Background: an optimization exercise with open tools, aiming at small area. Do not read the settings as production practice.
RTL that was checked went through simulation tests only; none was proved equivalent to the original.
No functional check of the RTL was part of runs 1 to 3.
No activity file was given, so power comes from the tool's default toggle rates.

$ cat run.sh
#!/bin/bash
# synth_recipe.tcl (not shown) runs the flow's synth.tcl, then flattens the netlist and writes it again
# the make line also repeats each setting of config.mk as NAME=value (left out here)
make -C /OpenROAD-flow-scripts/flow DESIGN_CONFIG=/design/flow/config.mk WORK_HOME=/design/flow/orfs CLKGATE_MAP_FILE= SYNTH_SCRIPT=/design/flow/synth_recipe.tcl finish
$ cat config.mk
export PLATFORM = sky130hd
export DESIGN_NAME = top
export DESIGN_NICKNAME = top
export VERILOG_FILES = /design/flow/design.v
export SDC_FILE = /design/flow/constraint.sdc
export NUM_CORES = 4
export LEC_CHECK = 0
export CAP_MARGIN = 20
export CORE_MARGIN = 2
export CORE_UTILIZATION = 45
export PLACE_DENSITY = 0.6
export SLEW_MARGIN = 20
$ cat constraint.sdc
create_clock -name core_clock -period 10.0 [get_ports {clk}]
set_input_delay 2.0000 -clock core_clock [delete_from_list [all_inputs] [get_ports {clk}]]
set_output_delay 2.0000 -clock core_clock [all_outputs]
set_load 0.01 [all_outputs]
$ cat design.v
`timescale 1ns / 1ps
module debounce (
    input  wire clk,
    input  wire rst,
    input  wire in,
    output reg  out
    );
    reg sync_0, sync_1;
    always @(posedge clk) sync_0 <= rst ? 1'b0 : in;
    always @(posedge clk) sync_1 <= rst ? 1'b0 : sync_0;
    localparam [19:0] P = 20'hAAAAA;
    reg  [19:0] cnt;
    wire [19:0] s = cnt ^ P;
    wire low_zero = ~|s[18:0];
    wire idle = (out == sync_1);
    wire max  = s[19] & low_zero;
    wire fb   = s[19] ^ s[16] ^ low_zero;
    always @(posedge clk) begin
        if (rst | idle) cnt <= P;
        else            cnt <= {s[18:0], fb} ^ P;
    end
    always @(posedge clk) begin
        if (rst)                out <= 1'b0;
        else if (~idle & max)   out <= ~out;
    end
endmodule
`timescale 1ns / 1ps
module square_wave(
    input clk,
    input rst,
    input [4:0] note,       
    output reg wave_val
    );
    wire [17:0] lim =
        ({18{note == 5'd0}} & 18'd191109) |
        ({18{note == 5'd1}} & 18'd180387) |
        ({18{note == 5'd2}} & 18'd170264) |
        ({18{note == 5'd3}} & 18'd160704) |
        ({18{note == 5'd4}} & 18'd151684) |
        ({18{note == 5'd5}} & 18'd143171) |
        ({18{note == 5'd6}} & 18'd135138) |
        ({18{note == 5'd7}} & 18'd127550) |
        ({18{note == 5'd8}} & 18'd120394) |
        ({18{note == 5'd9}} & 18'd113635) |
        ({18{note == 5'd10}} & 18'd107258) |
        ({18{note == 5'd11}} & 18'd101238) |
        ({18{note == 5'd12}} & 18'd95556) |
        ({18{note == 5'd13}} & 18'd90191) |
        ({18{note == 5'd14}} & 18'd85130) |
        ({18{note == 5'd15}} & 18'd80353) |
        ({18{note == 5'd16}} & 18'd75842) |
        ({18{note == 5'd17}} & 18'd71585) |
        ({18{note == 5'd18}} & 18'd67567) |
        ({18{note == 5'd19}} & 18'd63775);
    wire silent = note[4] & (note[3] | note[2]);
    reg [26:0] counter;
    wire hit = ~silent & ((|counter[26:18]) | (counter[17:0] >= lim));
    always @(posedge clk) begin
        if (rst) begin
            wave_val <= 0;
            counter <= 0;
        end else if (hit) begin
            wave_val <= ~wave_val;
            counter <= 0;
        end else begin
            counter <= counter + 1;
        end
    end
endmodule
`timescale 1ns / 1ps
module uart_tx_out_mod (
    input  wire clk,
    input  wire rst,
    input  wire data,
    output wire tx
);
    localparam [9:0] P     = 10'b1010101010;
    localparam [9:0] S_867 = 10'b1001110111;
    localparam [9:0] S_869 = 10'b0111011101;
    reg  [9:0] cnt;
    reg  [3:0] slot;
    reg        bit_r;
    wire [9:0] s = cnt ^ P;
    wire s0   = (slot == 4'd0);
    wire sr   = (slot == 4'd15);    
    wire endx = sr | (s0 ? (s == S_869) : (s == S_867));
    always @(posedge clk) begin
        if (rst) begin
            slot <= 4'd15;
            cnt  <= 10'd0;
        end else if (endx) begin
            slot <= (slot == 4'd9 || sr) ? 4'd0 : slot + 4'd1;
            cnt  <= 10'd0;
        end else begin
            cnt  <= {s[8:0], s[9] ^ s[6]} ^ P;
        end
    end
    always @(posedge clk)
        if (s0 & (cnt == 10'd0)) bit_r <= data;
    assign tx = s0 | sr | ((slot == 4'd2) & bit_r);
endmodule
`timescale 1ns / 1ps
module top(
    input clk,
    input rst,
    input [3:0] sw,
    input [3:0] btn,
    output led,
    output wire uart_tx_out
    );
    wire [3:0] deb;
    debounce deb_inst0 (.clk(clk), .rst(rst), .in(btn[0]), .out(deb[0]));
    debounce deb_inst1 (.clk(clk), .rst(rst), .in(btn[1]), .out(deb[1]));
    debounce deb_inst2 (.clk(clk), .rst(rst), .in(btn[2]), .out(deb[2]));
    debounce deb_inst3 (.clk(clk), .rst(rst), .in(btn[3]), .out(deb[3]));
    reg [2:0] oct;
    reg [1:0] bsel;
    reg       one;
    always @(*) begin
        casex (sw)
            4'b1xxx: oct = 3'd4;
            4'b01xx: oct = 3'd3;
            4'b001x: oct = 3'd2;
            4'b0001: oct = 3'd1;
            default: oct = 3'd0;
        endcase
        one = 1'b1;
        case (deb)
            4'b0001: bsel = 2'd0;
            4'b0010: bsel = 2'd1;
            4'b0100: bsel = 2'd2;
            4'b1000: bsel = 2'd3;
            default: begin bsel = 2'd0; one = 1'b0; end
        endcase
    end
    reg [4:0] note;
    always @(posedge clk) begin
        if (rst | ~one) note <= 5'b11100;
        else            note <= {oct, bsel};
    end
    wire wave_val;
    square_wave square_wave_inst (.clk(clk), .rst(rst), .note(note), .wave_val(wave_val));
    assign led = wave_val;
    uart_tx_out_mod uart_tx_out_mod_inst (.clk(clk), .rst(rst), .data(wave_val), .tx(uart_tx_out));
endmodule
==> flow_metrics.env, run 1 <==
export IMPL_fmax_ghz=0.246
export IMPL_cts_tree="done"
export IMPL_fin_skew_ns=0.00691
export IMPL_cts_root_buf="clkbuf_16"
export IMPL_syn_nets=677
export IMPL_cp_max_fo=5
export IMPL_drtIter0Drc=379
export IMPL_path_delay_family="buffers and inverters"
export IMPL_tightest_slew_ns=1.02
export IMPL_p_leak_nw=2.42
export IMPL_async_reset_ff_share_pct=0
export IMPL_synth_area_um2=5780
export IMPL_htreeDepth=4
export IMPL_cts_resized=0
export IMPL_grt_antenna_before_repair=0
export IMPL_clk_latency_ns=0.41
export IMPL_grt_pass1_wl_um=19300
export IMPL_place_ws_ns=6.04
export IMPL_wl_met3_um=342
export IMPL_grt_max_degree=50
export IMPL_ant_nets=0
export IMPL_portBuffers=11
export IMPL_routed_via_density=5.26
export IMPL_gp_congestion=0.819
export IMPL_p_per_area_nw_per_um2=200
export IMPL_cp_arrival_ns=2.07
export IMPL_outcome="timing/DRC/antenna clean"
export IMPL_cap_violations=0
export IMPL_syn_inst=644
export IMPL_crit_path_end_kind="primary output"
export IMPL_cp_start_kind="register"
export IMPL_clk_pin_slew_ns=0.06
export IMPL_drive_gt1_share_pct=6.13
export IMPL_cts_sinks=140
export IMPL_final_hold_viol_count=0
export IMPL_period_share_pct=40.7
export IMPL_fin_nets=672
export IMPL_path_cells="ha_1 > and2_1 > nand2_1 > o31ai_1 > clkdlybuf4s50_1"
export IMPL_synth_cell_types=60
export IMPL_dr_wl_met2_um=5020
export IMPL_drcViolationCount=0
export IMPL_vias=4336
export IMPL_hp_class="reg -> reg"
export IMPL_synth_flop_cell="dfxtp_1"
export IMPL_synth_seq_cells=140
export IMPL_coreArea_um2=12600
export IMPL_postCtsSetupBuffers=0
export IMPL_final_max_slew_viol_count=0
export IMPL_numCtsBuffers=17
export IMPL_pin_count=12
export IMPL_clockBufferDepth=2
export IMPL_firstDrtPassIters=4
export IMPL_critPathRequiredTime_ns=8.00
export IMPL_cp_num_buf_inv=1
export IMPL_synth_area_leaders="dfxtp_1 (48%), ha_1 (5.0%), nor2_1 (4.9%)"
export IMPL_critPathKind="reg -> out"
export IMPL_rsz0062_at_grt="no"
export IMPL_diodes=0
export IMPL_cpMaxStageDelayCell="clkdlybuf4s50_1"
export IMPL_gr_total_overflow=0
export IMPL_finalWorstSetupSlack_ns=5.93
export IMPL_synth_top_area_share_pct=48.1
export IMPL_syn_avg_cell_area_um2=8.98
export IMPL_dp_final_hpwl_um=7550
export IMPL_ys_seq_area_share_pct=48.6
export IMPL_synth_common_cells="dfxtp_1 (139), nor2_1 (75), nand2_1 (71)"
export IMPL_synth_warnings=4
export IMPL_ctsHoldBuffers=0
export IMPL_yosysTopAreaCell="dfxtp_1"
export IMPL_grt_use_total_pct=17.0
export IMPL_totalNegativeSetupSlack_ns=0
export IMPL_slowest_delay_ns=0.58
export IMPL_start_util_pct=46.0
export IMPL_chipWidth_um=117
export IMPL_area_delta_synth_final_pct=13.0
export IMPL_setup_viol=0
export IMPL_synth_edf_count=1
export IMPL_grt_pass1_vias=4093
export IMPL_top_layer="met4"
export IMPL_die_h_um=117
export IMPL_wl_met1_um=5660
export IMPL_wirelength_um=11100
export IMPL_min_period_ns=4.07
export IMPL_vdd_drop_max_v=0.000147
export IMPL_num_rows=41
export IMPL_yosysMostFrequentCell="dfxtp_1"
export IMPL_routedWlPerCell_um=13.5
export IMPL_slew_headroom_pct=31.7
export IMPL_die_area_um2=13800
-- through the flow --
stage | area [um^2] | std cells | total power, mW | hold WS (ns) | util, %
final | 6530 | 824 | 1.31 | 0.376 | 52.0
after floorplan | 5780 | 644 | 0.681 | 0.358 | -
after global placement | 5950 | 792 | 0.700 | 0.359 | 47.3
after detailed placement | 5950 | 792 | 0.704 | 0.366 | 47.3
after CTS | 6530 | 824 | 1.32 | 0.377 | 52.0
after global routing | 6530 | 824 | 1.36 | 0.396 | 52.0
-- worst paths after layout --
check / depth (start not counted) / startpoint / end / slack (ns)
max: 5 / uart_tx_out_mod_inst.slot[1] / uart_tx_out / 5.93
min: 1 / deb_inst1.cnt[10] / deb_inst1.cnt[11] / 0.38
max reg2reg: 10 / note[1] / square_wave_inst.wave_val / 6.08
min reg2reg: 1 / deb_inst1.cnt[10] / deb_inst1.cnt[11] / 0.38
-- registers in the layout, summed over array words and instances, names as in the netlist, 4 cells and up --
| signal | flops |
|---|---|
| note | 5 |
| uart_tx_out_mod_inst.slot | 4 |
| deb_inst0.cnt | 20 |
| square_wave_inst.counter | 27 |
| deb_inst2.cnt | 20 |
| deb_inst3.cnt | 20 |
| uart_tx_out_mod_inst.cnt | 10 |
| deb_inst1.cnt | 20 |
-- power by group --
part | switching (mW) | internal, mW
logic | 0.0460 | 0.0360
registers | 0.0275 | 0.583
clock network | 0.236 | 0.378
-- placed cells by master, fill, tap and decap left out, types with 5 or more instances in the layout --
cell,count
o21ai_0,15
nor4b_1,5
and2_1,6
o22a_1,5
a21oi_1,27
clkdlybuf4s50_1,10
nand2_1,71
mux2i_1,7
nand4_1,17
nor3_1,49
nor2b_1,13
xor2_1,15
inv_1,14
nor4_1,15
nor2_1,75
dfxtp_1,138
clkbuf_16,17
ha_1,23
nand2b_1,8
xnor2_1,28
nand3_1,20
-- logic make-up after synthesis --
| logic type | count (synthesis) | synth area share [%] |
|---|---|---|
| buf+inv | 50 | 3.66 |
| xor+xnor | 43 | 6.51 |
| compound gates | 79 | 9.09 |
| simple gates | 299 | 25.3 |
| fa+ha+maj | 23 | 4.98 |
| flops | 140 | 48.6 |
| mux | 10 | 1.80 |
-- worst reg2reg max path: stages (launching register included) --
cell and delay [ns]:
dfxtp_1 0.86, nand2_1 0.30, a21oi_1 0.21, a311oi_1 0.07, o22a_1 0.24, ha_1 0.28
nand4_1 0.13, nor2_1 0.16, nor4bb_1 0.29, a221o_1 0.86, mux2_1 0.40
-- area by class of cell --
class	count	area [um^2]
Clock buffer	21	450
Fill cell	1184	6030
Inverter	15	56.3
Tap cell	172	215
Sequential cell	140	2810
Multi-Input combinational cell	454	2760
Timing Repair Buffer	11	105
Clock inverter	11	134
-- per-layer routing --
metal  track usage (%)  vias to the layer above
met5                 0                        -
met4              6.25                        0
met3              4.96                        9
met2              25.5                       50
met1              23.4                     2050
li1                  -                     2227
==> run 2: changes to the inputs <==
--- a/config.mk
+++ b/config.mk
@@ -8,5 +8,6 @@
 export CAP_MARGIN = 20
 export CORE_MARGIN = 2
 export CORE_UTILIZATION = 45
+export CTS_BUF_LIST = sky130_fd_sc_hd__clkbuf_4
 export PLACE_DENSITY = 0.6
 export SLEW_MARGIN = 20
==> run 2 against run 1 <==
Net effect:
- combinational power about the same
- global-route usage down 0.10 points
- via count is 0.88% higher
- worst hold slack improved by 0.0052 ns
- area after synthesis is the same
- sequential share of layout area increased by 2.0 points
- wire length shrank 0.48%
- first-iteration DRC count decreased by 3.7%
- cell area fell by 4.5%
- clock power fell by 41%
- largest cell class unchanged
==> flow_metrics.env, run 2 <==
export IMPL_outcome="timing/DRC/antenna clean"
export IMPL_clockBufferDepth=2
export IMPL_p_per_area_nw_per_um2=169
export IMPL_totalNegativeSetupSlack_ns=0
export IMPL_hold_slack_ns=0.381
export IMPL_syn_avg_cell_area_um2=8.98
export IMPL_syn_inst=644
export IMPL_period_share_pct=42.1
export IMPL_synth_flop_cell="dfxtp_1"
export IMPL_multi_input_area_um2=2760
export IMPL_synth_mux_area_share_pct=1.80
export IMPL_total_power_mw=1.06
export IMPL_drcViolationCount=0
export IMPL_rsz0062_at_grt="no"
export IMPL_synth_compound_area_share_pct=9.09
export IMPL_async_reset_ff_share_pct=0
export IMPL_synth_common_cells="dfxtp_1 (139), nor2_1 (75), nand2_1 (71)"
export IMPL_coreArea_um2=12600
export IMPL_start_util_pct=46.0
export IMPL_final_hold_viol_count=0
export IMPL_slew_headroom_pct=31.8
export IMPL_routedWlPerCell_um=13.4
export IMPL_yosysMostFrequentCell="dfxtp_1"
export IMPL_cts_root_buf="clkbuf_4"
export IMPL_diodes=0
export IMPL_cp_max_fo=5
export IMPL_place_area_um2=5950
export IMPL_finalWorstSetupSlack_ns=5.79
export IMPL_fin_util_pct=49.6
export IMPL_regArea_um2=2810
export IMPL_cp_arrival_ns=2.21
export IMPL_cp_start_kind="register"
export IMPL_dp_final_hpwl_um=7550
export IMPL_synth_edf_count=1
export IMPL_synth_adder_area_share_pct=4.98
export IMPL_die_h_um=117
export IMPL_synth_warnings=4
export IMPL_fmax_ghz=0.237
export IMPL_yosys_area_share_simple_pct=25.3
export IMPL_drtIter0Drc=365
export IMPL_synth_seq_cells=140
export IMPL_die_area_um2=13800
export IMPL_syn_nets=677
export IMPL_cap_violations=0
export IMPL_min_period_ns=4.21
export IMPL_portBuffers=11
export IMPL_fillers=1229
export IMPL_drive_gt1_share_pct=6.44
export IMPL_yosysTopAreaCell="dfxtp_1"
export IMPL_gp_congestion=0.819
export IMPL_synth_top_area_share_pct=48.1
export IMPL_layout_commonest_cell="dfxtp_1"
export IMPL_wirelength_um=11100
export IMPL_firstDrtPassIters=4
export IMPL_power_frac_seq_pct=57.7
export IMPL_synth_top_family_by_area="simple AND/OR/NAND/NOR gates"
export IMPL_hp_class="reg -> reg"
export IMPL_place_ws_ns=6.04
export IMPL_synth_cell_types=60
export IMPL_fin_nets=672
export IMPL_p_leak_nw=2.29
export IMPL_clk_pin_slew_ns=0.12
export IMPL_p_comb_share_pct=7.7
export IMPL_cts_tree="done"
export IMPL_fin_skew_ns=0.0126
export IMPL_routed_via_density=5.31
export IMPL_dp_cells=792
export IMPL_postCtsSetupBuffers=0
export IMPL_grt_pass1_vias=4089
export IMPL_vdd_drop_max_v=0.000103
export IMPL_synth_area_leaders="dfxtp_1 (48%), ha_1 (5.0%), nor2_1 (4.9%)"
export IMPL_grt_pass1_wl_um=19200
export IMPL_clk_latency_ns=0.53
export IMPL_area_delta_synth_final_pct=7.85
export IMPL_numCtsBuffers=17
export IMPL_clkPwrFrac_pct=34.5
export IMPL_vias=4374
export IMPL_setup_viol=0
export IMPL_critPathKind="reg -> out"
export IMPL_num_rows=41
export IMPL_ctsHoldBuffers=0
export IMPL_tightest_slew_ns=1.02
export IMPL_internal_power_uw=779
export IMPL_crit_path_end_kind="primary output"
export IMPL_chipWidth_um=117
export IMPL_ys_seq_area_share_pct=48.6
export IMPL_top_register="square_wave_inst.counter"
export IMPL_switching_share_pct=26.3
export IMPL_final_cells=824
export IMPL_ant_nets=0
export IMPL_critPathRequiredTime_ns=8.00
export IMPL_largest_register_ffs=27
export IMPL_gr_total_overflow=0
export IMPL_htreeDepth=4
export IMPL_p_switching_uw=278
export IMPL_synth_area_um2=5780
export IMPL_final_max_slew_viol_count=0
export IMPL_cts_resized=0
export IMPL_synth_xor_area_share_pct=6.51
export IMPL_grt_use_total_pct=16.9
export IMPL_grt_antenna_before_repair=0
export IMPL_cts_sinks=140
export IMPL_grt_max_degree=50
export IMPL_final_cell_area_um2=6240
export IMPL_pin_count=12
export IMPL_final_cell_mix="dfxtp_1 (138), nor2_1 (75), nand2_1 (71)"
==> run 2: cell counts after synthesis <==
No cell type changed its count.
==> run 2: critical path, cell delays in order (launching register included) <==
cell and delay [ns]:
dfxtp_1 0.43, ha_1 0.21, and2_1 0.22, nand2_1 0.12, o31ai_1 0.11, clkdlybuf4s50_1 0.58
==> run 2: kinds of logic after synthesis <==
group | count (synthesis)
compound gates | 79
xor+xnor | 43
fa+ha+maj | 23
buf+inv | 50
flops | 140
mux | 10
simple gates | 299
==> run 2: path summary, 6_finish.rpt <==
check	end	cells past startpoint	startpoint	slack (ns)
max reg2reg	square_wave_inst.wave_val	11	note[1]	6.06
max	uart_tx_out	5	uart_tx_out_mod_inst.slot[1]	5.79
min	deb_inst1.cnt[11]	1	deb_inst1.cnt[10]	0.38
min reg2reg	deb_inst1.cnt[11]	1	deb_inst1.cnt[10]	0.38
==> run 2: layout make-up <==
cell class / count / area share (%)
clock buffer: 20 / 2.41
clock inverter: 12 / 2.21
inverter: 15 / 0.903
multi-input combinational: 454 / 44.2
sequential: 140 / 45.1
tap: 172 / 3.45
timing repair buffer: 11 / 1.69
==> run 2: power groups by stage <==
stage / Sequential (mW) / Combinational (mW) / Clock, mW
2_1_floorplan: 0.613 / 0.0673 / 0
3_3_place_gp: 0.622 / 0.0785 / 0
3_5_place_dp: 0.622 / 0.0822 / 0
4_1_cts: 0.610 / 0.0828 / 0.380
5_1_grt: 0.615 / 0.0924 / 0.406
6_report: 0.610 / 0.0819 / 0.365
==> run 2: metal layers <==
metal  wire, um  track usage, %  part of all wire, %
met2       4990            25.3                   45
met3        359            4.52                  3.2
met4        139            6.70                  1.3
met5          0               0                    0
met1       5590            23.3                   50
==> run 3: changes to the inputs <==
--- a/config.mk
+++ b/config.mk
@@ -8,6 +8,6 @@
 export CAP_MARGIN = 20
 export CORE_MARGIN = 2
 export CORE_UTILIZATION = 45
-export CTS_BUF_LIST = sky130_fd_sc_hd__clkbuf_4
+export CTS_BUF_LIST = sky130_fd_sc_hd__clkbuf_8
 export PLACE_DENSITY = 0.6
 export SLEW_MARGIN = 20
==> run 3 against run 2 <==
Net effect:
- still clean
- global-route usage about the same
- maximum frequency up 2.7%
- wire length increased by 0.45%
- die area is the same
- first-iteration DRC count shrank 7.9%
- clock-buffer cell count decreased by 2
- clock skew is 0.0047 ns lower
- non-clock buffer count unchanged
- combinational power about the same
- power grew 7.6%
- cell area rose by 1.7%
- critical path type unchanged
- critical endpoint unchanged
- largest cell class unchanged
- highest routed layer unchanged
==> flow_metrics.env, run 3 <==
export IMPL_outcome="timing/DRC/antenna clean"
export IMPL_synth_area_leaders="dfxtp_1 (48%), ha_1 (5.0%), nor2_1 (4.9%)"
export IMPL_crit_start="uart_tx_out_mod_inst.slot[1]"
export IMPL_final_cells=824
export IMPL_ctsHoldBuffers=0
export IMPL_totalNegativeSetupSlack_ns=0
export IMPL_clk_latency_ns=0.44
export IMPL_firstDrtPassIters=4
export IMPL_p_comb_share_pct=7.2
export IMPL_gp_congestion=0.819
export IMPL_synth_top_area_share_pct=48.1
export IMPL_coreArea_um2=12600
export IMPL_grt_pass1_wl_um=19200
export IMPL_grt_antenna_before_repair=0
export IMPL_final_hold_viol_count=0
export IMPL_slew_headroom_pct=31.2
export IMPL_synth_cell_types=60
export IMPL_drtIter0Drc=336
export IMPL_synth_area_um2=5780
export IMPL_r2r_start="note[1]"
export IMPL_syn_inst=644
export IMPL_clkPwrFrac_pct=39.2
export IMPL_fin_skew_ns=0.00794
export IMPL_fin_nets=672
export IMPL_async_reset_ff_share_pct=0
export IMPL_die_h_um=117
export IMPL_synth_warnings=4
export IMPL_fillers=1204
export IMPL_gr_total_overflow=0
export IMPL_final_cell_mix="dfxtp_1 (138), nor2_1 (75), nand2_1 (71)"
export IMPL_synth_seq_cells=140
export IMPL_start_util_pct=46.0
export IMPL_fmax_ghz=0.244
export IMPL_syn_nets=677
export IMPL_hp_class="reg -> reg"
export IMPL_regArea_um2=2810
export IMPL_synth_flop_cell="dfxtp_1"
export IMPL_setup_viol=0
export IMPL_crit_path_end_kind="primary output"
export IMPL_clk_pin_slew_ns=0.08
export IMPL_diodes=0
export IMPL_grt_use_total_pct=17.0
export IMPL_routed_via_density=5.27
export IMPL_layout_commonest_cell="dfxtp_1"
export IMPL_cts_sinks=140
export IMPL_tightest_slew_ns=1.03
export IMPL_hold_slack_ns=0.381
export IMPL_place_area_um2=5950
export IMPL_synth_edf_count=1
export IMPL_drive_gt1_share_pct=6.13
export IMPL_power_frac_seq_pct=53.6
export IMPL_internal_power_uw=848
export IMPL_pin_count=12
export IMPL_cp_start_kind="register"
export IMPL_vdd_drop_max_v=0.000130
export IMPL_vias=4343
export IMPL_cp_max_fo=5
export IMPL_period_share_pct=41.0
export IMPL_dp_final_hpwl_um=7550
export IMPL_portBuffers=11
export IMPL_multi_input_area_um2=2760
export IMPL_ant_nets=0
export IMPL_grt_pass1_vias=4081
export IMPL_final_max_slew_viol_count=0
export IMPL_area_delta_synth_final_pct=9.67
export IMPL_rsz0062_at_grt="no"
export IMPL_yosysMostFrequentCell="dfxtp_1"
export IMPL_switching_share_pct=25.4
export IMPL_num_rows=41
export IMPL_wirelength_um=11100
export IMPL_largest_register_ffs=27
export IMPL_cts_resized=0
export IMPL_top_register="square_wave_inst.counter"
export IMPL_dp_cells=792
export IMPL_p_leak_nw=2.34
export IMPL_drcViolationCount=0
export IMPL_min_delay_start="deb_inst3.cnt[2]"
export IMPL_cts_root_buf="clkbuf_8"
export IMPL_cp_arrival_ns=2.10
export IMPL_grt_max_degree=50
export IMPL_htreeDepth=4
export IMPL_clockBufferDepth=2
export IMPL_synth_common_cells="dfxtp_1 (139), nor2_1 (75), nand2_1 (71)"
export IMPL_chipWidth_um=117
export IMPL_cap_violations=0
export IMPL_p_switching_uw=289
export IMPL_total_power_mw=1.14
export IMPL_postCtsSetupBuffers=0
export IMPL_die_area_um2=13800
export IMPL_yosysTopAreaCell="dfxtp_1"
export IMPL_routedWlPerCell_um=13.5
export IMPL_final_cell_area_um2=6340
export IMPL_cts_tree="done"
export IMPL_numCtsBuffers=17
export IMPL_p_per_area_nw_per_um2=179
export IMPL_critPathKind="reg -> out"
export IMPL_ys_seq_area_share_pct=48.6
export IMPL_syn_avg_cell_area_um2=8.98
export IMPL_min_period_ns=4.10
export IMPL_critPathRequiredTime_ns=8.00
## run 3: changes by cell type in the layout (fill, tap and decap cells not counted), sizes merged
cell | previous run | this run
inv | 20 | 23
clkbuf | 20 | 18
clkinv | 4 | 3
## run 3: area by class of cell
| class | count | share of cell area, % |
|---|---|---|
| Timing Repair Buffer | 11 | 1.66 |
| Sequential cell | 140 | 44.4 |
| Clock inverter | 14 | 2.29 |
| Inverter | 15 | 0.888 |
| Clock buffer | 18 | 3.91 |
| Multi-Input combinational cell | 454 | 43.5 |
| Tap cell | 172 | 3.39 |
## run 3: worst max-delay path: stages (launching register included)
cell	delay, ns
dfxtp_1	0.42
ha_1	0.22
and2_1	0.22
nand2_1	0.12
o31ai_1	0.10
clkdlybuf4s50_1	0.58
## run 3: per-layer routing
metal	GRT usage, %	routed length (um)	share of wire (%)	vias up
met1	23.4	5670	51	2054
met4	6.70	170	1.5	0
li1	-	-	-	2222
met5	0	0	0	-
met3	4.52	297	2.7	14
met2	25.3	4990	45	53
## run 3: final timing paths
check	to	slack (ns)	cells after the start
worst max register to register	square_wave_inst.wave_val	6.07	10
worst max-delay path	uart_tx_out	5.90	5
worst min-delay path	deb_inst3.cnt[3]	0.38	1
worst min register to register	deb_inst3.cnt[3]	0.38	1
## run 3: through the flow
step                      setup slack (ns)  utilization [%]
final                                 5.90             50.5
after floorplan                       6.95                -
after global routing                  5.61             50.5
after detailed placement              6.04             47.3
after CTS                             5.86             50.5
after global placement                6.21             47.3
## run 3: logic make-up (layout without fill, tap and decap cells)
| logic type | after synthesis | count (layout) | synth area share (%) |
|---|---|---|---|
| flip-flops | 140 | 140 | 48.6 |
| adder cells (fa/ha/maj) | 23 | 23 | 4.98 |
| multiplexers | 10 | 10 | 1.80 |
| AND/OR/NAND/NOR | 299 | 299 | 25.3 |
| buffers and inverters | 50 | 58 | 3.66 |
| XOR/XNOR | 43 | 43 | 6.51 |
| AO/OA/AOI/OAI | 79 | 79 | 9.09 |
## run 3: power groups by stage
stage | Sequential [mW] | Clock [mW] | Combinational [mW]
floorplan | 0.613 | 0 | 0.0673
global placement | 0.622 | 0 | 0.0785
detailed placement | 0.622 | 0 | 0.0822
CTS | 0.609 | 0.460 | 0.0828
global route | 0.614 | 0.485 | 0.0924
finish | 0.610 | 0.446 | 0.0819
==> run 4: changes to the inputs <==
--- a/design.v
+++ b/design.v
@@ -16,7 +16,7 @@
     wire max  = s[19] & low_zero;
     wire fb   = s[19] ^ s[16] ^ low_zero;
     always @(posedge clk) begin
-        if (rst | idle) cnt <= P;
+        if (idle)       cnt <= P;
         else            cnt <= {s[18:0], fb} ^ P;
     end
     always @(posedge clk) begin
@@ -135,7 +135,7 @@
     end
     reg [4:0] note;
     always @(posedge clk) begin
-        if (rst | ~one) note <= 5'b11100;
+        if (~one)       note <= 5'b11100;
         else            note <= {oct, bsel};
     end
     wire wave_val;
==> flow/run.sh (new file) <==
#!/bin/bash
# Own layout flow: the standard synthesis, then its combinational logic
# re-mapped for area (registers untouched: same cells, same names), then the
# standard ORFS flow from floorplan on, with CTS told not to add dummy loads.
# Each tool's output goes to a log file of its own in this folder.
set -euo pipefail
W=$PWD
F=$W/flow
R=$W/orfs/results/$FLOW_PLATFORM/top/base
LIB=$FLOW_HOME/platforms/$FLOW_PLATFORM/lib/sky130_fd_sc_hd__tt_025C_1v80.lib

# 1. standard synthesis
bash standard.sh synth > $W/log_1_synth.txt 2>&1
cp $R/1_2_yosys.v $W/std_1_2_yosys.v

# 2. re-map the combinational cells
yosys -q -l $W/log_2_models.txt -p "read_liberty -ignore_miss_func $LIB; write_verilog -noattr $W/models_all.v"
python3 $F/comb_models.py $W/models_all.v $W/models_comb.v > $W/log_2_models_py.txt 2>&1
sed "s#@LIB@#$LIB#g; s#@MODELS@#$W/models_comb.v#g; s#@IN@#$W/std_1_2_yosys.v#g; s#@OUT@#$W/reopt.v#g; s#@ABC@#$F/area.abc#g" \
    $F/reopt.ys > $W/reopt_run.ys
yosys -l $W/log_2_reopt.txt -s $W/reopt_run.ys > /dev/null 2>&1
python3 $F/check_regs.py $W/std_1_2_yosys.v $W/reopt.v > $W/log_2_check_regs.txt 2>&1
cp $W/reopt.v $R/1_2_yosys.v
rm -f $R/1_synth.odb $R/1_synth.sdc

# 3. the rest of the standard flow
bash standard.sh "CTS_ARGS=${CTS_ARGS_OWN:--sink_clustering_enable -repair_clock_nets -dont_use_dummy_load -buf_list sky130_fd_sc_hd__clkbuf_8}" finish \
    > $W/log_3_finish.txt 2>&1
==> flow/area.abc (new file) <==
strash
&get -n
&dch -f
&nf -R 1000
&put
topo
==> flow/check_regs.py (new file) <==
import re, sys
def regs(path):
    s = open(path).read()
    return {m.group(2): m.group(1) for m in re.finditer(r'^\s*(sky130_fd_sc_hd__(?:df|edf|sdf|sedf|dl)\w*)\s+(\S+)\s*\(', s, re.M)}
a, b = regs(sys.argv[1]), regs(sys.argv[2])
print(len(a), 'registers in the standard synthesis,', len(b), 'after re-mapping')
if a != b:
    print('MISMATCH', set(a.items()) ^ set(b.items()))
    sys.exit(1)
==> flow/comb_models.py (new file) <==
# Keep only the combinational cell models (as Yosys writes them from the
# liberty file); sequential and special cells stay black boxes.
import re, sys
s = open(sys.argv[1]).read()
out = []
for body, name in re.findall(r'(module\s+(\S+)\s*\(.*?endmodule)', s, re.S):
    seq = re.search(r'\$_(DFF|DLATCH|SR|ALDFF|DFFSR|DFFE|SDFF)|\breg\b', body)
    special = re.match(r'\\?sky130_fd_sc_hd__(df|edf|sdf|sedf|dl|lpflow|probe|tap|fill|decap|conb|macro|diode)', name)
    if seq or special:
        print('black box:', name)
        continue
    out.append(body)
open(sys.argv[2], 'w').write('\n'.join(out) + '\n')
==> flow/reopt.ys (new file) <==
read_liberty -lib -ignore_miss_func @LIB@
read_verilog -overwrite @MODELS@
read_verilog @IN@
hierarchy -top top
flatten
techmap
opt -fast
opt_clean -purge
abc -liberty @LIB@ -dont_use *lpflow* -dont_use *probe* -dont_use *clkbuf* -dont_use *clkinv* -dont_use *dlygate* -dont_use *dlymetal* -dont_use *clkdly* -script @ABC@
opt_clean -purge
hilomap -singleton -hicell sky130_fd_sc_hd__conb_1 HI -locell sky130_fd_sc_hd__conb_1 LO
splitnets
opt_clean -purge
stat -liberty @LIB@
write_verilog -noattr -noexpr @OUT@
==> standard.sh (new file) <==
#!/bin/bash
# synth_recipe.tcl (not shown) runs the flow's synth.tcl, then flattens the netlist and writes it again
# the make line also repeats each setting of config.mk as NAME=value (left out here)
make -C /OpenROAD-flow-scripts/flow DESIGN_CONFIG=/design/flow/config.mk WORK_HOME=/design/flow/orfs CLKGATE_MAP_FILE= SYNTH_SCRIPT=/design/flow/synth_recipe.tcl "${@:-finish}"
--- a/config.mk
+++ b/config.mk
@@ -8,6 +8,5 @@
 export CAP_MARGIN = 20
 export CORE_MARGIN = 2
 export CORE_UTILIZATION = 45
-export CTS_BUF_LIST = sky130_fd_sc_hd__clkbuf_8
 export PLACE_DENSITY = 0.6
 export SLEW_MARGIN = 20
removed: run.sh
==> run 4 against run 3 <==
Net effect:
- still clean
- clock power down 28%
- critical path type is now reg -> reg
- global-route usage about the same
- wire length down 10%
- clock skew increased by 0.022 ns
==> flow_metrics.env, run 4 <==
export IMPL_outcome="timing/DRC/antenna clean"
export IMPL_largest_register_ffs=27
export IMPL_cap_violations=0
export IMPL_pin_count=12
export IMPL_cts_resized=0
export IMPL_start_util_pct=45.8
export IMPL_diodes=0
export IMPL_die_area_um2=12400
export IMPL_cp_start_kind="register"
export IMPL_routed_via_density=5.49
export IMPL_chipWidth_um=111
export IMPL_fmax_ghz=0.230
export IMPL_multi_input_area_um2=2340
export IMPL_fillers=1097
export IMPL_drive_gt1_share_pct=2.95
export IMPL_postCtsSetupBuffers=0
export IMPL_clk_latency_ns=0.43
export IMPL_area_delta_synth_final_pct=10.2
export IMPL_cts_tree="done"
export IMPL_rsz0062_at_grt="no"
export IMPL_crit_start="note[0]"
export IMPL_clk_pin_slew_ns=0.08
export IMPL_cp_arrival_ns=4.60
export IMPL_cts_sinks=140
export IMPL_num_rows=39
export IMPL_critPathRequiredTime_ns=10.24
export IMPL_vdd_drop_max_v=0.000124
export IMPL_final_hold_viol_count=0
export IMPL_p_per_area_nw_per_um2=178
export IMPL_vias=4133
export IMPL_gr_total_overflow=0
export IMPL_wirelength_um=9980
export IMPL_tightest_slew_ns=1.01
export IMPL_ant_nets=0
export IMPL_grt_pass1_vias=3935
export IMPL_routedWlPerCell_um=13.3
export IMPL_min_delay_start="deb_inst2.cnt[8]"
export IMPL_fin_util_pct=50.4
export IMPL_regArea_um2=2810
export IMPL_p_switching_uw=241
export IMPL_syn_avg_cell_area_um2=8.90
export IMPL_totalNegativeSetupSlack_ns=0
export IMPL_grt_pass1_wl_um=17400
export IMPL_drtIter0Drc=201
export IMPL_p_comb_share_pct=7.7
export IMPL_slew_headroom_pct=32.9
export IMPL_switching_share_pct=23.7
export IMPL_numCtsBuffers=17
export IMPL_layout_commonest_cell="dfxtp_1"
export IMPL_firstDrtPassIters=5
export IMPL_gp_congestion=0.849
export IMPL_portBuffers=11
export IMPL_grt_antenna_before_repair=0
export IMPL_top_register="square_wave_inst.counter"
export IMPL_hold_slack_ns=0.363
export IMPL_grt_max_degree=31
export IMPL_synth_warnings=4
export IMPL_p_leak_nw=2.14
export IMPL_fin_skew_ns=0.0296
export IMPL_internal_power_uw=775
export IMPL_die_h_um=111
export IMPL_power_frac_seq_pct=60.7
export IMPL_htreeDepth=4
export IMPL_final_max_slew_viol_count=0
export IMPL_crit_path_end_kind="register"
export IMPL_dp_final_hpwl_um=6910
export IMPL_period_share_pct=43.6
export IMPL_synth_area_um2=5180
export IMPL_cts_root_buf="clkbuf_8"
export IMPL_r2r_start="note[0]"
export IMPL_setup_viol=0
export IMPL_coreArea_um2=11300
export IMPL_syn_inst=582
export IMPL_syn_nets=592
export IMPL_ctsHoldBuffers=0
export IMPL_critPathKind="reg -> reg"
export IMPL_min_period_ns=4.36
export IMPL_fin_nets=622
export IMPL_hp_class="reg -> reg"
export IMPL_drcViolationCount=0
export IMPL_cp_max_fo=27
export IMPL_grt_use_total_pct=16.9
export IMPL_clockBufferDepth=2
export IMPL_final_cell_mix="dfxtp_1 (139), nor2_1 (105), nand2_1 (74)"
export IMPL_clkPwrFrac_pct=31.6
[run 4: cell types whose count changed in the layout (fill, tap and decap cells not counted), sizes merged, moves of 8 or more]
cell / before / now
inv: 23 / 8
ha: 23 / 0
nor3: 49 / 31
nor2: 75 / 105
o21ai: 16 / 24
xnor2: 28 / 17
[run 4: final cells by class]
class / count / share of cell area, %
Sequential cell: 140 / 49.3
Inverter: 8 / 0.526
Timing Repair Buffer: 11 / 1.93
Clock buffer: 17 / 4.10
Multi-Input combinational cell: 434 / 41.1
Tap cell: 143 / 3.13
[run 4: worst paths after layout]
kind / endpoint / slack, ns / cells past startpoint
setup / recovery: square_wave_inst.counter[6] / 5.64 / 13
hold / removal: deb_inst2.cnt[9] / 0.36 / 1
setup reg to reg: square_wave_inst.counter[6] / 5.64 / 13
hold reg to reg: deb_inst2.cnt[9] / 0.36 / 1
[run 4: power by group through the flow]
stage	Combinational, mW	Clock, mW	Sequential [mW]
after global routing	0.0902	0.355	0.622
after global placement	0.0760	0	0.628
after floorplan	0.0568	0	0.621
final	0.0783	0.321	0.617
after detailed placement	0.0784	0	0.629
after CTS	0.0788	0.333	0.617
[run 4: metal layers]
layer	GRT usage, %	routed length [um]	vias up
li1	-	-	2090
met1	23.2	5040	1963
met2	25.6	4430	70
met3	5.03	401	10
met4	5.93	112	0
met5	0	0	-
[run 4: worst max-delay path, stage by stage, from the launching register on]
cell and delay [ns]:
dfxtp_1 0.77, and2_0 0.33, nand2_1 0.08, a21oi_1 0.28, nor2_1 0.09, xnor2_1 0.22, o21ai_0 0.12, nor4b_1 0.29
nand2_1 0.11, or4_1 0.60, a211oi_1 0.25, o31ai_1 0.16, nand2b_1 0.73, nor3_1 0.13
[run 4: stage by stage]
step	instance area (um^2)	total power, mW	instances	setup WS [ns]
2_1_floorplan	5180	0.678	582	6.45
3_3_place_gp	5470	0.704	736	5.88
3_5_place_dp	5470	0.707	736	5.73
4_1_cts	5700	1.03	753	5.68
5_1_grt	5710	1.07	753	5.19
6_report	5710	1.02	753	5.64
==> run 5: changes to the inputs <==
--- a/flow/run.sh
+++ b/flow/run.sh
@@ -24,5 +24,5 @@
 rm -f $R/1_synth.odb $R/1_synth.sdc
 
 # 3. the rest of the standard flow
-bash standard.sh "CTS_ARGS=${CTS_ARGS_OWN:--sink_clustering_enable -repair_clock_nets -dont_use_dummy_load -buf_list sky130_fd_sc_hd__clkbuf_8}" finish \
+bash standard.sh "CTS_ARGS=${CTS_ARGS_OWN:--sink_clustering_enable -repair_clock_nets -dont_use_dummy_load -buf_list {sky130_fd_sc_hd__clkbuf_4 sky130_fd_sc_hd__clkbuf_8}}" finish \
     > $W/log_3_finish.txt 2>&1
==> run 5 against run 4 <==
Net effect:
- critical path type unchanged
- sequential share of layout area stayed put
- power unchanged
- register-to-register slack about the same
- via count unchanged
- still clean
- core utilization stayed put
- cell count did not move
- largest cell class unchanged
- wire length unchanged
- critical path depth unchanged
==> flow_metrics.env, run 5 <==
export IMPL_vias=4133
export IMPL_p_comb_share_pct=7.7
export IMPL_postCtsSetupBuffers=0
export IMPL_final_max_slew_viol_count=0
export IMPL_numCtsBuffers=17
export IMPL_switching_share_pct=23.7
export IMPL_min_delay_start="deb_inst2.cnt[8]"
export IMPL_die_h_um=111
export IMPL_hp_class="reg -> reg"
export IMPL_place_area_um2=5470
export IMPL_critPathRequiredTime_ns=10.24
export IMPL_cap_violations=0
export IMPL_layout_commonest_cell="dfxtp_1"
export IMPL_cp_arrival_ns=4.60
export IMPL_r2r_end="square_wave_inst.counter[6]"
export IMPL_vdd_drop_max_v=0.000124
export IMPL_drtIter0Drc=201
export IMPL_cp_max_fo=27
export IMPL_final_hold_viol_count=0
export IMPL_min_period_ns=4.36
export IMPL_fin_nets=622
export IMPL_final_cell_area_um2=5710
export IMPL_power_frac_seq_pct=60.7
export IMPL_p_switching_uw=241
export IMPL_p_leak_nw=2.14
export IMPL_grt_use_total_pct=16.9
export IMPL_setup_viol=0
export IMPL_r2r_cells=13
export IMPL_total_power_mw=1.02
export IMPL_fin_skew_ns=0.0296
export IMPL_wl_met3_um=401
export IMPL_place_ws_ns=5.73
export IMPL_synth_warnings=4
export IMPL_syn_inst=582
export IMPL_gr_total_overflow=0
export IMPL_fin_util_pct=50.4
export IMPL_drcViolationCount=0
export IMPL_slew_headroom_pct=32.9
export IMPL_gp_congestion=0.849
export IMPL_clkPwrFrac_pct=31.6
export IMPL_rsz0062_at_grt="no"
export IMPL_cp_start_kind="register"
export IMPL_chipWidth_um=111
export IMPL_holdPathEnd="deb_inst2.cnt[9]"
export IMPL_dp_final_hpwl_um=6910
export IMPL_synth_area_um2=5180
export IMPL_outcome="timing/DRC/antenna clean"
export IMPL_crit_path_end_kind="register"
export IMPL_p_per_area_nw_per_um2=178
export IMPL_top_register="square_wave_inst.counter"
export IMPL_ant_nets=0
export IMPL_final_cells=753
export IMPL_hold_path_depth=1
export IMPL_coreArea_um2=11300
export IMPL_dr_wl_met2_um=4430
export IMPL_grt_antenna_before_repair=0
export IMPL_final_cell_mix="dfxtp_1 (139), nor2_1 (105), nand2_1 (74)"
export IMPL_diodes=0
export IMPL_die_area_um2=12400
export IMPL_cts_root_buf="clkbuf_8"
export IMPL_grt_max_degree=31
export IMPL_cts_tree="done"
export IMPL_cts_resized=0
export IMPL_ctsHoldBuffers=0
export IMPL_cts_sinks=140
export IMPL_clockBufferDepth=2
export IMPL_wirelength_um=9980
export IMPL_period_share_pct=43.6
export IMPL_routed_via_density=5.49
export IMPL_grt_pass1_vias=3935
export IMPL_portBuffers=11
export IMPL_totalNegativeSetupSlack_ns=0
export IMPL_start_util_pct=45.8
export IMPL_critPathKind="reg -> reg"
export IMPL_ff2ff_setup_slack_ns=5.64
export IMPL_pin_count=12
export IMPL_r2r_start="note[0]"
export IMPL_tightest_slew_ns=1.01
export IMPL_largest_register_ffs=27
export IMPL_top_layer="met4"
export IMPL_clk_latency_ns=0.43
export IMPL_hold_slack_ns=0.363
export IMPL_area_delta_synth_final_pct=10.2
export IMPL_syn_avg_cell_area_um2=8.90
export IMPL_syn_nets=592
export IMPL_finalWorstSetupSlack_ns=5.64
export IMPL_internal_power_uw=775
export IMPL_firstDrtPassIters=5
export IMPL_routedWlPerCell_um=13.3
export IMPL_drive_gt1_share_pct=2.95
export IMPL_wl_met1_um=5040
export IMPL_fmax_ghz=0.230
export IMPL_dp_cells=736
export IMPL_htreeDepth=4
export IMPL_clk_pin_slew_ns=0.08
export IMPL_num_rows=39
export IMPL_grt_pass1_wl_um=17400
## run 5: worst max-delay path, cell delays in order (launching register included)
cell and delay (ns):
dfxtp_1 0.77, and2_0 0.33, nand2_1 0.08, a21oi_1 0.28, nor2_1 0.09, xnor2_1 0.22, o21ai_0 0.12, nor4b_1 0.29
nand2_1 0.11, or4_1 0.60, a211oi_1 0.25, o31ai_1 0.16, nand2b_1 0.73, nor3_1 0.13
## run 5: area by class of cell
cell class                      instances  area, um^2
Fill cell                            1097        5610
Tap cell                              143         179
Clock buffer                           17         234
Multi-Input combinational cell        434        2340
Timing Repair Buffer                   11         110
Inverter                                8        30.0
Sequential cell                       140        2810
## run 5: per-layer routing
| metal | track usage [%] | vias to the layer above |
|---|---|---|
| met2 | 25.6 | 70 |
| met1 | 23.2 | 1963 |
| met4 | 5.93 | 0 |
| li1 | - | 2090 |
| met5 | 0 | - |
| met3 | 5.03 | 10 |
## run 5: how the worst max path moves through the flow
stage | startpoint | end | slack [ns] | depth (start not counted)
after global placement | note[0] | square_wave_inst.counter[23] | 5.88 | 13
after CTS | note[0] | square_wave_inst.counter[6] | 5.68 | 13
after floorplan | note[0] | square_wave_inst.counter[10] | 6.45 | 13
after detailed placement | note[0] | square_wave_inst.counter[14] | 5.73 | 13
after global routing | note[0] | square_wave_inst.counter[3] | 5.19 | 13
final | note[0] | square_wave_inst.counter[6] | 5.64 | 13
## run 5: power groups by stage
stage          clock [mW]  combinational [mW]  sequential (mW)
2_1_floorplan           0              0.0568            0.621
4_1_cts             0.333              0.0788            0.617
6_report            0.321              0.0783            0.617
5_1_grt             0.355              0.0902            0.622
3_3_place_gp            0              0.0760            0.628
3_5_place_dp            0              0.0784            0.629
==> run 6: changes to the inputs <==
--- a/flow/run.sh
+++ b/flow/run.sh
@@ -23,6 +23,8 @@
 cp $W/reopt.v $R/1_2_yosys.v
 rm -f $R/1_synth.odb $R/1_synth.sdc
 
-# 3. the rest of the standard flow
-bash standard.sh "CTS_ARGS=${CTS_ARGS_OWN:--sink_clustering_enable -repair_clock_nets -dont_use_dummy_load -buf_list {sky130_fd_sc_hd__clkbuf_4 sky130_fd_sc_hd__clkbuf_8}}" finish \
-    > $W/log_3_finish.txt 2>&1
+# 3. the rest of the standard flow, with the CTS and port-buffer settings of knobs.sh
+CTS_ARGS="-sink_clustering_enable -repair_clock_nets -dont_use_dummy_load -buf_list sky130_fd_sc_hd__clkbuf_8"
+BUFFER_PORTS_ARGS=""
+source $F/knobs.sh
+bash standard.sh "CTS_ARGS=$CTS_ARGS" "BUFFER_PORTS_ARGS=$BUFFER_PORTS_ARGS" finish > $W/log_3_finish.txt 2>&1
==> flow/knobs.sh (new file) <==
# Settings for run.sh step 3.
CTS_ARGS="-sink_clustering_enable -repair_clock_nets -dont_use_dummy_load -buf_list sky130_fd_sc_hd__clkbuf_16 -sink_clustering_size 50 -sink_clustering_max_diameter 150"
BUFFER_PORTS_ARGS="-buffer_cell sky130_fd_sc_hd__buf_2"
==> run 6 against run 5 <==
Net effect:
- sequential power about the same
- cell area grew 2.4%
- sequential cell count is the same
- core utilization increased by 1.2 points
- die area did not move
- global-route usage up 0.52 points
- sequential share of layout area shrank 1.1 points
- clock-buffer cell count is the same
- cell count unchanged
- combinational power is 5.6% lower
- highest routed layer unchanged
==> flow_metrics.env, run 6 <==
export IMPL_critPathKind="reg -> reg"
export IMPL_setup_viol=0
export IMPL_top_register="square_wave_inst.counter"
export IMPL_fillers=1075
export IMPL_drcViolationCount=0
export IMPL_path_cells="and2_0 > nand2_1 > a21oi_1 > nor2_1 > xnor2_1 > o21ai_0 > nor4b_1 > nand2_1 > or4_1 > a211oi_1 > o31ai_1 > nand2b_1 > nor3_1"
export IMPL_totalNegativeSetupSlack_ns=0
export IMPL_start_util_pct=45.8
export IMPL_gr_total_overflow=0
export IMPL_cts_tree="done"
export IMPL_synth_area_um2=5180
export IMPL_routed_via_density=5.43
export IMPL_critPathRequiredTime_ns=10.24
export IMPL_hold_slack_ns=0.371
export IMPL_tightest_slew_ns=1.04
export IMPL_chipWidth_um=111
export IMPL_p_per_area_nw_per_um2=201
export IMPL_crit_path_end_kind="register"
export IMPL_grt_use_total_pct=17.4
export IMPL_syn_avg_cell_area_um2=8.90
export IMPL_p_leak_nw=2.23
export IMPL_ant_nets=0
export IMPL_r2r_start="note[0]"
export IMPL_drive_gt1_share_pct=4.75
export IMPL_ff2ff_setup_slack_ns=5.69
export IMPL_final_cell_mix="dfxtp_1 (139), nor2_1 (105), nand2_1 (74)"
export IMPL_grt_pass1_wl_um=17600
export IMPL_layout_commonest_cell="dfxtp_1"
export IMPL_cpMaxStageDelayCell="dfxtp_1"
export IMPL_vdd_drop_max_v=0.000110
export IMPL_gp_congestion=0.847
export IMPL_grt_antenna_before_repair=0
export IMPL_area_delta_synth_final_pct=12.8
export IMPL_vias=4087
export IMPL_final_hold_viol_count=0
export IMPL_fin_nets=622
export IMPL_fmax_ghz=0.232
export IMPL_cp_common_cell="nand2_1"
export IMPL_syn_inst=582
export IMPL_final_cell_area_um2=5850
export IMPL_critical_path_endpoint="square_wave_inst.counter[4]"
export IMPL_fin_skew_ns=0.0144
export IMPL_slew_headroom_pct=31.0
export IMPL_cap_violations=0
export IMPL_total_power_mw=1.18
export IMPL_cts_sinks=140
export IMPL_r2r_cells=13
export IMPL_clk_latency_ns=0.41
export IMPL_min_period_ns=4.31
export IMPL_final_cells=753
export IMPL_clockBufferDepth=2
export IMPL_crit_start="note[0]"
export IMPL_hold_path_depth=1
export IMPL_numCtsBuffers=17
export IMPL_die_area_um2=12400
export IMPL_outcome="timing/DRC/antenna clean"
export IMPL_num_rows=39
export IMPL_cts_resized=0
export IMPL_drtIter0Drc=222
export IMPL_pin_count=12
export IMPL_firstDrtPassIters=4
export IMPL_wirelength_um=10100
export IMPL_hp_class="reg -> reg"
export IMPL_diodes=0
export IMPL_cp_arrival_ns=4.55
export IMPL_syn_nets=592
export IMPL_r2r_end="square_wave_inst.counter[4]"
export IMPL_routedWlPerCell_um=13.5
export IMPL_cp_start_kind="register"
export IMPL_htreeDepth=4
export IMPL_rsz0062_at_grt="no"
export IMPL_cts_root_buf="clkbuf_16"
export IMPL_postCtsSetupBuffers=0
export IMPL_largest_register_ffs=27
export IMPL_portBuffers=11
export IMPL_slowest_delay_ns=0.77
export IMPL_synth_warnings=4
export IMPL_grt_max_degree=31
export IMPL_coreArea_um2=11300
export IMPL_dp_final_hpwl_um=6930
export IMPL_grt_pass1_vias=3880
export IMPL_ctsHoldBuffers=0
export IMPL_final_max_slew_viol_count=0
export IMPL_period_share_pct=43.1
export IMPL_clk_pin_slew_ns=0.05
export IMPL_die_h_um=111
export IMPL_place_area_um2=5420
export IMPL_dp_cells=736
export IMPL_cp_max_fo=27
## run 6: final cells by class
class | count | area [um^2] | share of cell area, %
clock buffers | 17 | 425 | 7.28
inverters | 8 | 30.0 | 0.514
multi-input cells | 434 | 2340 | 40.1
flip-flops and latches | 140 | 2810 | 48.1
well taps | 143 | 179 | 3.06
repair buffers | 11 | 55.1 | 0.942
## run 6: power breakdown
group / switching [mW] / internal [mW]
clock: 0.193 / 0.293
sequential: 0.0285 / 0.589
combinational: 0.0416 / 0.0323
## run 6: how the worst min path moves through the flow
stage / slack (ns) / to / start
floorplan: 0.35 / deb_inst1.cnt[9] / deb_inst1.cnt[8]
global placement: 0.36 / deb_inst1.cnt[9] / deb_inst1.cnt[8]
detailed placement: 0.36 / deb_inst1.cnt[9] / deb_inst1.cnt[8]
CTS: 0.37 / deb_inst1.cnt[9] / deb_inst1.cnt[8]
global route: 0.38 / deb_inst1.cnt[9] / deb_inst1.cnt[8]
finish: 0.37 / deb_inst1.cnt[9] / deb_inst1.cnt[8]
## run 6: per-stage QoR
stage / util (%) / setup slack (ns)
finish: 51.6 / 5.69
detailed placement: 47.9 / 5.75
global route: 51.6 / 5.25
CTS: 51.6 / 5.72
floorplan: - / 6.45
global placement: 47.8 / 5.88
## run 6: critical path: cells and delay by family, from the launching register on
kind                      cells  cell delay (ns)
and+or+nand+nor               8             2.37
AOI/OAI and AO/OA             4             0.78
DFF                           1             0.77
xor gates and xnor gates      1             0.21
## run 6: metal layers
metal	part of all wire [%]	GRT usage, %	vias up
li1	-	-	2103
met1	49	22.6	1912
met2	46	27.0	51
met3	2.7	4.16	21
met4	2.3	9.38	0
met5	0	0	-
==> run 7: changes to the inputs <==
==> flow/knobs.sh (replaced) <==
# Settings for run.sh step 3.
CTS_ARGS="-sink_clustering_enable -repair_clock_nets -dont_use_dummy_load -buf_list sky130_fd_sc_hd__clkbuf_8 -sink_clustering_size 30 -sink_clustering_max_diameter 100"
BUFFER_PORTS_ARGS="-buffer_cell sky130_fd_sc_hd__buf_1"
==> run 7 against run 6 <==
Net effect:
- sequential cell count unchanged
- clock skew up 0.0048 ns
- global-route usage down 0.30 points
- synthesized cell count unchanged
- still clean
- via count about the same
- power down 15%
- core utilization down 1.7 points
- combinational power down 3.2%
- clock-buffer cell count unchanged
- sequential power about the same
==> flow_metrics.env, run 7 <==
export IMPL_outcome="timing/DRC/antenna clean"
export IMPL_htreeDepth=4
export IMPL_r2r_start="note[0]"
export IMPL_ff2ff_setup_slack_ns=5.72
export IMPL_p_leak_nw=2.11
export IMPL_pin_count=12
export IMPL_p_switching_uw=238
export IMPL_chipWidth_um=111
export IMPL_critical_path_endpoint="square_wave_inst.counter[9]"
export IMPL_vias=4090
export IMPL_dp_final_hpwl_um=6880
export IMPL_tightest_slew_ns=1.00
export IMPL_final_cell_mix="dfxtp_1 (139), nor2_1 (105), nand2_1 (74)"
export IMPL_clkPwrFrac_pct=31.6
export IMPL_slowest_delay_ns=0.77
export IMPL_p_per_area_nw_per_um2=178
export IMPL_crit_start="note[0]"
export IMPL_numCtsBuffers=17
export IMPL_crit_path_end_kind="register"
export IMPL_grt_pass1_wl_um=17300
export IMPL_ant_nets=0
export IMPL_r2r_cells=13
export IMPL_cts_root_buf="clkbuf_8"
export IMPL_area_delta_synth_final_pct=9.03
export IMPL_synth_area_um2=5180
export IMPL_clk_latency_ns=0.44
export IMPL_cp_arrival_ns=4.55
export IMPL_final_max_slew_viol_count=0
export IMPL_grt_antenna_before_repair=0
export IMPL_cap_violations=0
export IMPL_grt_use_total_pct=17.1
export IMPL_multi_input_area_um2=2340
export IMPL_min_period_ns=4.28
export IMPL_fmax_ghz=0.234
export IMPL_setup_viol=0
export IMPL_synth_warnings=4
export IMPL_fin_skew_ns=0.0192
export IMPL_syn_inst=582
export IMPL_hp_class="reg -> reg"
export IMPL_diodes=0
export IMPL_grt_max_degree=31
export IMPL_cts_sinks=140
export IMPL_syn_nets=592
export IMPL_slew_headroom_pct=33.1
export IMPL_cp_start_kind="register"
export IMPL_critPathRequiredTime_ns=10.27
export IMPL_routed_via_density=5.42
export IMPL_syn_avg_cell_area_um2=8.90
export IMPL_num_rows=39
export IMPL_fillers=1121
export IMPL_fin_nets=623
export IMPL_path_cells="and2_0 > nand2_1 > a21oi_1 > nor2_1 > xnor2_1 > o21ai_0 > nor4b_1 > nand2_1 > or4_1 > a211oi_1 > o31ai_1 > nand2b_1 > nor3_1"
export IMPL_r2r_end="square_wave_inst.counter[9]"
export IMPL_hold_slack_ns=0.371
export IMPL_grt_pass1_vias=3794
export IMPL_cts_resized=0
export IMPL_wirelength_um=10000
export IMPL_power_frac_seq_pct=61.3
export IMPL_top_register="square_wave_inst.counter"
export IMPL_die_h_um=111
export IMPL_gp_congestion=0.845
export IMPL_period_share_pct=42.8
export IMPL_layout_commonest_cell="dfxtp_1"
export IMPL_ctsHoldBuffers=0
export IMPL_cts_tree="done"
export IMPL_rsz0062_at_grt="no"
export IMPL_p_comb_share_pct=7.1
export IMPL_cp_common_cell="nand2_1"
export IMPL_coreArea_um2=11300
export IMPL_start_util_pct=45.8
export IMPL_drive_gt1_share_pct=3.11
export IMPL_drtIter0Drc=251
export IMPL_firstDrtPassIters=4
export IMPL_postCtsSetupBuffers=0
export IMPL_routedWlPerCell_um=13.3
export IMPL_clockBufferDepth=2
export IMPL_clk_pin_slew_ns=0.06
export IMPL_internal_power_uw=769
export IMPL_regArea_um2=2810
export IMPL_gr_total_overflow=0
export IMPL_totalNegativeSetupSlack_ns=0
export IMPL_hold_path_depth=1
export IMPL_vdd_drop_max_v=0.0000973
export IMPL_drcViolationCount=0
export IMPL_final_hold_viol_count=0
export IMPL_largest_register_ffs=27
export IMPL_cp_max_fo=27
export IMPL_critPathKind="reg -> reg"
export IMPL_portBuffers=11
export IMPL_die_area_um2=12400
export IMPL_switching_share_pct=23.7
export IMPL_cpMaxStageDelayCell="dfxtp_1"
run 7: cell type report:
| cell class | instances | area share, % |
|---|---|---|
| multi-input combinational | 434 | 41.5 |
| clock buffer | 17 | 4.14 |
| timing repair buffer | 12 | 0.864 |
| sequential | 140 | 49.8 |
| tap | 143 | 3.17 |
| inverter | 8 | 0.532 |
run 7: stage by stage:
stage	area (um^2)	power [mW]	std cells	utilization, %	worst slack, ns
finish	5650	1.01	754	49.9	5.72
floorplan	5180	0.678	582	-	6.45
global placement	5410	0.698	737	47.8	5.87
detailed placement	5410	0.701	737	47.8	5.81
CTS	5640	1.02	754	49.8	5.77
global route	5650	1.06	754	49.9	5.38
run 7: worst min path at each step:
stage                      from  slack, ns          endpoint
6_report       deb_inst3.cnt[4]       0.37  deb_inst3.cnt[5]
5_1_grt        deb_inst1.cnt[2]       0.39  deb_inst1.cnt[3]
4_1_cts        deb_inst3.cnt[4]       0.37  deb_inst3.cnt[5]
3_5_place_dp   deb_inst1.cnt[8]       0.36  deb_inst1.cnt[9]
3_3_place_gp   deb_inst1.cnt[8]       0.36  deb_inst1.cnt[9]
2_1_floorplan  deb_inst1.cnt[8]       0.35  deb_inst1.cnt[9]
run 7: routing by layer:
layer / global-route usage [%] / vias to the layer above / share of wire [%] / wire [um]
li1: - / 2103 / - / -
met1: 22.6 / 1894 / 50 / 4990
met2: 26.5 / 77 / 44 / 4450
met3: 4.48 / 16 / 3.7 / 371
met4: 7.82 / 0 / 1.9 / 194
met5: 0 / - / 0 / 0
run 7: power groups by stage:
stage	clock (mW)	sequential [mW]	combinational, mW
2_1_floorplan	0	0.621	0.0568
3_3_place_gp	0	0.628	0.0700
3_5_place_dp	0	0.628	0.0723
4_1_cts	0.331	0.617	0.0726
5_1_grt	0.352	0.622	0.0831
6_report	0.318	0.617	0.0715
run 7: critical path: cells and delay by family (launching register included):
family,cells,cell delay [ns]
AND/OR/NAND/NOR,8,2.33
AO/OA/AOI/OAI,4,0.79
flip-flops,1,0.77
XOR/XNOR,1,0.21

port drivers added, routing unchanged:
No port has a modelled driver above. Below, the same layouts with a new extraction and two added sets of constraints. Step 1 sets driving cells, clkbuf_16 on the clock port and buf_2 on the other inputs (assumed; they add their load-dependent delay and slew). Step 2 times the ports against the registers' clock, not the clock port: input delays grow and output delays shrink by t, the midpoint of the rising clock arrivals with the driver on. Three values: ideal ports, drivers, drivers and shift; two values: the first two.
| run | t (ns) | setup WS [ns] | worst setup path at the end |
|---|---|---|---|
| run 1 | 0.450 | 5.929 / 5.888 / 6.079 | register to register |
| run 2 | 0.560 | 5.789 / 5.755 / 6.056 | register to register |
| run 3 | 0.470 | 5.902 / 5.866 / 6.072 | register to register |
| run 4 | 0.447 | 5.644 / 5.644 / 5.644 | register to register |
| run 5 | 0.447 | 5.644 / 5.644 / 5.644 | register to register |
| run 6 | 0.443 | 5.686 / 5.686 / 5.686 | register to register |
| run 7 | 0.465 | 5.724 / 5.724 / 5.724 | register to register |
After both steps every run listed still meets setup and hold.
